Background: an optimization exercise with open tools, aiming at small area, a short achievable clock period and few clock cycles per item. Do not read the settings as production practice.
At most, simulation tests tie the RTL to the original design; equivalence was not proved.

## lane 1
==> flow/design.v <==
module Squarer(a, b);	
	input [6:0] a;
	output [6:0] b;
	assign b[0] = a[0];
	assign b[1] = a[4];
	assign b[2] = a[4] ^ a[1];
	assign b[3] = a[5];
	assign b[4] = a[5] ^ a[2];
	assign b[5] = a[6];
	assign b[6] = a[6] ^ a[3];
endmodule 
module Mastrovito7(a, b, c);
	input [6:0] a, b;
	output wire [6:0] c;
	wire s0, s1, s2, s3, s4, s5, s6, s7, s8, s9, s10, s11, s12;
	assign s0 = a[0] & b[0];
	assign s1 = (a[1] & b[0]) ^ (a[0] & b[1]);
	assign s2 = (a[2] & b[0]) ^ (a[1] & b[1]) ^ (a[0] & b[2]);
	assign s3 = (a[3] & b[0]) ^ (a[2] & b[1]) ^ (a[1] & b[2]) ^ (a[0] & b[3]);
	assign s4 = (a[4] & b[0]) ^ (a[3] & b[1]) ^ (a[2] & b[2]) ^ (a[1] & b[3]) ^ (a[0] & b[4]);
	assign s5 = (a[5] & b[0]) ^ (a[4] & b[1]) ^ (a[3] & b[2]) ^ (a[2] & b[3]) ^ (a[1] & b[4]) ^ (a[0] & b[5]);
	assign s6 = (a[6] & b[0]) ^ (a[5] & b[1]) ^ (a[4] & b[2]) ^ (a[3] & b[3]) ^ (a[2] & b[4]) ^ (a[1] & b[5]) ^ (a[0] & b[6]);
	assign s7 = (a[6] & b[1]) ^ (a[5] & b[2]) ^ (a[4] & b[3]) ^ (a[3] & b[4]) ^ (a[2] & b[5]) ^ (a[1] & b[6]);
	assign s8 = (a[6] & b[2]) ^ (a[5] & b[3]) ^ (a[4] & b[4]) ^ (a[3] & b[5]) ^ (a[2] & b[6]);
	assign s9 = (a[6] & b[3]) ^ (a[5] & b[4]) ^ (a[4] & b[5]) ^ (a[3] & b[6]);
	assign s10 = (a[6] & b[4]) ^ (a[5] & b[5]) ^ (a[4] & b[6]);
	assign s11 = (a[6] & b[5]) ^ (a[5] & b[6]);
	assign s12 = (a[6] & b[6]);
	assign c[0] = s7 ^ s0;
	assign c[1] = s8 ^ s7 ^ s1;
	assign c[2] = s9 ^ s8 ^ s2;
	assign c[3] = s10 ^ s9 ^ s3;
	assign c[4] = s11 ^ s10 ^ s4;
	assign c[5] = s12 ^ s11 ^ s5;
	assign c[6] = s12 ^ s6;
endmodule 
module Inverse(a, b);
	input [6:0] a;
	output reg [6:0] b;
	always @(*) begin
		case (a)
			7'd0: b = 7'd0;
			7'd1: b = 7'd1;
			7'd2: b = 7'd65;
			7'd3: b = 7'd126;
			7'd4: b = 7'd97;
			7'd5: b = 7'd42;
			7'd6: b = 7'd63;
			7'd7: b = 7'd54;
			7'd8: b = 7'd113;
			7'd9: b = 7'd18;
			7'd10: b = 7'd21;
			7'd11: b = 7'd74;
			7'd12: b = 7'd94;
			7'd13: b = 7'd79;
			7'd14: b = 7'd27;
			7'd15: b = 7'd103;
			7'd16: b = 7'd121;
			7'd17: b = 7'd92;
			7'd18: b = 7'd9;
			7'd19: b = 7'd112;
			7'd20: b = 7'd75;
			7'd21: b = 7'd10;
			7'd22: b = 7'd37;
			7'd23: b = 7'd68;
			7'd24: b = 7'd47;
			7'd25: b = 7'd35;
			7'd26: b = 7'd102;
			7'd27: b = 7'd14;
			7'd28: b = 7'd76;
			7'd29: b = 7'd71;
			7'd30: b = 7'd114;
			7'd31: b = 7'd110;
			7'd32: b = 7'd125;
			7'd33: b = 7'd91;
			7'd34: b = 7'd46;
			7'd35: b = 7'd25;
			7'd36: b = 7'd69;
			7'd37: b = 7'd22;
			7'd38: b = 7'd56;
			7'd39: b = 7'd61;
			7'd40: b = 7'd100;
			7'd41: b = 7'd119;
			7'd42: b = 7'd5;
			7'd43: b = 7'd96;
			7'd44: b = 7'd83;
			7'd45: b = 7'd123;
			7'd46: b = 7'd34;
			7'd47: b = 7'd24;
			7'd48: b = 7'd86;
			7'd49: b = 7'd116;
			7'd50: b = 7'd80;
			7'd51: b = 7'd52;
			7'd52: b = 7'd51;
			7'd53: b = 7'd81;
			7'd54: b = 7'd7;
			7'd55: b = 7'd62;
			7'd56: b = 7'd38;
			7'd57: b = 7'd60;
			7'd58: b = 7'd98;
			7'd59: b = 7'd73;
			7'd60: b = 7'd57;
			7'd61: b = 7'd39;
			7'd62: b = 7'd55;
			7'd63: b = 7'd6;
			7'd64: b = 7'd127;
			7'd65: b = 7'd2;
			7'd66: b = 7'd108;
			7'd67: b = 7'd84;
			7'd68: b = 7'd23;
			7'd69: b = 7'd36;
			7'd70: b = 7'd77;
			7'd71: b = 7'd29;
			7'd72: b = 7'd99;
			7'd73: b = 7'd59;
			7'd74: b = 7'd11;
			7'd75: b = 7'd20;
			7'd76: b = 7'd28;
			7'd77: b = 7'd70;
			7'd78: b = 7'd95;
			7'd79: b = 7'd13;
			7'd80: b = 7'd50;
			7'd81: b = 7'd53;
			7'd82: b = 7'd122;
			7'd83: b = 7'd44;
			7'd84: b = 7'd67;
			7'd85: b = 7'd109;
			7'd86: b = 7'd48;
			7'd87: b = 7'd117;
			7'd88: b = 7'd104;
			7'd89: b = 7'd107;
			7'd90: b = 7'd124;
			7'd91: b = 7'd33;
			7'd92: b = 7'd17;
			7'd93: b = 7'd120;
			7'd94: b = 7'd12;
			7'd95: b = 7'd78;
			7'd96: b = 7'd43;
			7'd97: b = 7'd4;
			7'd98: b = 7'd58;
			7'd99: b = 7'd72;
			7'd100: b = 7'd40;
			7'd101: b = 7'd118;
			7'd102: b = 7'd26;
			7'd103: b = 7'd15;
			7'd104: b = 7'd88;
			7'd105: b = 7'd106;
			7'd106: b = 7'd105;
			7'd107: b = 7'd89;
			7'd108: b = 7'd66;
			7'd109: b = 7'd85;
			7'd110: b = 7'd31;
			7'd111: b = 7'd115;
			7'd112: b = 7'd19;
			7'd113: b = 7'd8;
			7'd114: b = 7'd30;
			7'd115: b = 7'd111;
			7'd116: b = 7'd49;
			7'd117: b = 7'd87;
			7'd118: b = 7'd101;
			7'd119: b = 7'd41;
			7'd120: b = 7'd93;
			7'd121: b = 7'd16;
			7'd122: b = 7'd82;
			7'd123: b = 7'd45;
			7'd124: b = 7'd90;
			7'd125: b = 7'd32;
			7'd126: b = 7'd3;
			7'd127: b = 7'd64;
			default: b = 7'd0;
		endcase
	end
endmodule
module PointAdder(point1, point2, dbl, sum);
	input [13:0] point1;
	input [13:0] point2;
	input dbl;
	output [13:0] sum;
	wire [6:0] x1 = point1[6:0];
	wire [6:0] y1 = point1[13:7];
	wire [6:0] x2 = point2[6:0];
	wire [6:0] y2 = point2[13:7];
	wire [6:0] den = x1 ^ (x2 & {7{~dbl}});
	wire [6:0] num = y1 ^ (y2 & {7{~dbl}});
	wire [6:0] den_inv, q, slope, slopeSquared, out;
	Inverse divider(den, den_inv);
	Mastrovito7 mult2(num, den_inv, q);
	assign slope = q ^ (x1 & {7{dbl}});
	Squarer square(slope, slopeSquared);
	wire [6:0] point3x = slopeSquared ^ slope ^ 7'b1 ^ (den & {7{~dbl}});
	Mastrovito7 mult(slope, x1 ^ point3x, out);
	wire [6:0] point3y = out ^ point3x ^ y1;
	assign sum = (den == 7'd0) ? 14'b0 : {point3y, point3x};
endmodule
module PointMultiplier(point, scalar, clk, start, result, done);
	input [13:0] point;
	input [6:0] scalar;
	input clk, start;
	output [13:0] result;
	output reg done;
	reg [13:0] cur;
	reg [13:0] acc;
	reg [6:0] ks;
	reg ph;
	reg accz;
	reg dbl;
	wire cur_zero = (cur == 14'b0);
	wire acc_zero = (acc == 14'b0);
	wire last = (ks[6:1] == 6'b0);
	wire add_now = ks[0] & ~ph;           
	wire [13:0] unit_out;
	PointAdder unit(cur, acc, dbl, unit_out);
	assign result = acc;
	reg [6:0] ks_n;
	reg ph_n, accz_n;
	always @(*) begin
		ks_n = ks;
		ph_n = ph;
		accz_n = acc_zero;
		if (add_now) begin
			if (accz) begin
				accz_n = 1'b0;
				ks_n = ks >> 1;
			end else begin
				ph_n = 1'b1;
			end
		end else begin
			ks_n = ks >> 1;
			ph_n = 1'b0;
		end
	end
	always @(posedge clk) begin
		if (start) begin
			cur <= point;
			acc <= 14'b0;
			ks <= scalar;
			ph <= 1'b0;
			accz <= 1'b1;
			dbl <= 1'b1;
			done <= 1'b0;
		end else if (!done) begin
			ks <= ks_n;
			ph <= ph_n;
			accz <= accz_n;
			dbl <= ~(ks_n[0] & ~ph_n & ~accz_n);
			if (ks == 7'b0 || cur_zero) begin
				done <= 1'b1;
			end else if (add_now) begin
				if (accz) begin
					acc <= cur;
					if (last) done <= 1'b1;
					else begin
						cur <= unit_out;
						if (cur[6:0] == 7'b0) done <= 1'b1;
					end
				end else begin
					acc <= unit_out;
					if (last) done <= 1'b1;
				end
			end else begin
				cur <= unit_out;
				if (cur[6:0] == 7'b0) done <= 1'b1;
			end
		end
	end
endmodule
clock: 8.0 ns
lec_check: 0
abc_area: 1
cap_margin: 20
core_margin: 2
core_utilization: 40
slew_margin: 20
run.sh (not shown) runs the stock make flow with config.mk's settings and CLKGATE_MAP_FILE= SYNTH_SCRIPT=/design/flow/synth_recipe.tcl, a recipe that flattens the netlist after the stock synthesis.
Testbench counts of lane 1, summed over its fixed seeds: cycles 3,246, items 384.
Setup changes, lane 1 to lane 2
--- a/flow/design.v
+++ b/flow/design.v
@@ -171,16 +171,15 @@
 		endcase
 	end
 endmodule
-module PointAdder(point1, point2, dbl, sum);
+module PointAdder(point1, point2, den, dbl, sum);
 	input [13:0] point1;
 	input [13:0] point2;
+	input [6:0] den;
 	input dbl;
 	output [13:0] sum;
 	wire [6:0] x1 = point1[6:0];
 	wire [6:0] y1 = point1[13:7];
-	wire [6:0] x2 = point2[6:0];
 	wire [6:0] y2 = point2[13:7];
-	wire [6:0] den = x1 ^ (x2 & {7{~dbl}});
 	wire [6:0] num = y1 ^ (y2 & {7{~dbl}});
 	wire [6:0] den_inv, q, slope, slopeSquared, out;
 	Inverse divider(den, den_inv);
@@ -204,15 +203,20 @@
 	reg ph;
 	reg accz;
 	reg dbl;
+	reg [6:0] den;
 	wire cur_zero = (cur == 14'b0);
 	wire acc_zero = (acc == 14'b0);
 	wire last = (ks[6:1] == 6'b0);
 	wire add_now = ks[0] & ~ph;           
 	wire [13:0] unit_out;
-	PointAdder unit(cur, acc, dbl, unit_out);
+	PointAdder unit(cur, acc, den, dbl, unit_out);
 	assign result = acc;
 	reg [6:0] ks_n;
 	reg ph_n, accz_n;
+	wire dbl_n = ~(ks_n[0] & ~ph_n & ~accz_n);
+	wire [6:0] den_add = accz ? cur[6:0] : acc[6:0];
+	wire [6:0] den_n = (add_now & ~accz) ? cur[6:0] :
+	                   (unit_out[6:0] ^ (den_add & {7{~dbl_n}}));
 	always @(*) begin
 		ks_n = ks;
 		ph_n = ph;
@@ -237,12 +241,14 @@
 			ph <= 1'b0;
 			accz <= 1'b1;
 			dbl <= 1'b1;
+			den <= point[6:0];
 			done <= 1'b0;
 		end else if (!done) begin
 			ks <= ks_n;
 			ph <= ph_n;
 			accz <= accz_n;
-			dbl <= ~(ks_n[0] & ~ph_n & ~accz_n);
+			dbl <= dbl_n;
+			den <= den_n;
 			if (ks == 7'b0 || cur_zero) begin
 				done <= 1'b1;
 			end else if (add_now) begin
Findings:
- Compared with lane 1, die area in lane 2 increased slightly.
- Higher number of well taps among lane 2 and lane 1: lane 2
- A slowest cell on the critical path of o21ai_1 is what lane 2 shows, while dfxtp_1 belongs to lane 1.
- Number of sequential cells: lane 2 vs lane 1 up about 36%
- Per the comparison of lane 2 with lane 1, final critical-path share of the clock period -9.8 points, met3 wire length went down by 34 um.
- Comparing lane 2 and lane 1, the higher synthesized area is on lane 2.
- Going from lane 1 to lane 2, final-layout fill cell count grows by about 1.4%.
- When lane 2 is measured against lane 1, its total core area turns out 480 um^2 higher.
The RTL of lane 2 was laid out without a check of its function.

## static timing again, ports no longer ideal
In the flow no input, the clock included, has a driving cell. The finished layouts below were timed again as built, in two steps. Step 1: set_driving_cell puts a clkbuf_16 on clk and a buf_2 on each other input, an assumption about the parent block. Step 2, shift: input delay + t, output delay - t, t = (earliest + latest rising clock arrival at the registers) / 2. This alone moves slack from input paths to output paths. Three values: ideal ports, drivers, drivers and shift; two values: the first two.
run	t, ns	setup slack, ns	latest minus earliest clock arrival (ns)
lane 1	0.304	1.622 / 1.622 / 1.622	0.011 / 0.011
lane 2	0.348	2.408 / 2.425 / 2.077	0.009 / 0.010
After both steps every run listed still meets setup and hold. The setup slack of lane 2, which loses most, moves by +0.017 ns with the drivers and by -0.331 ns with both steps.
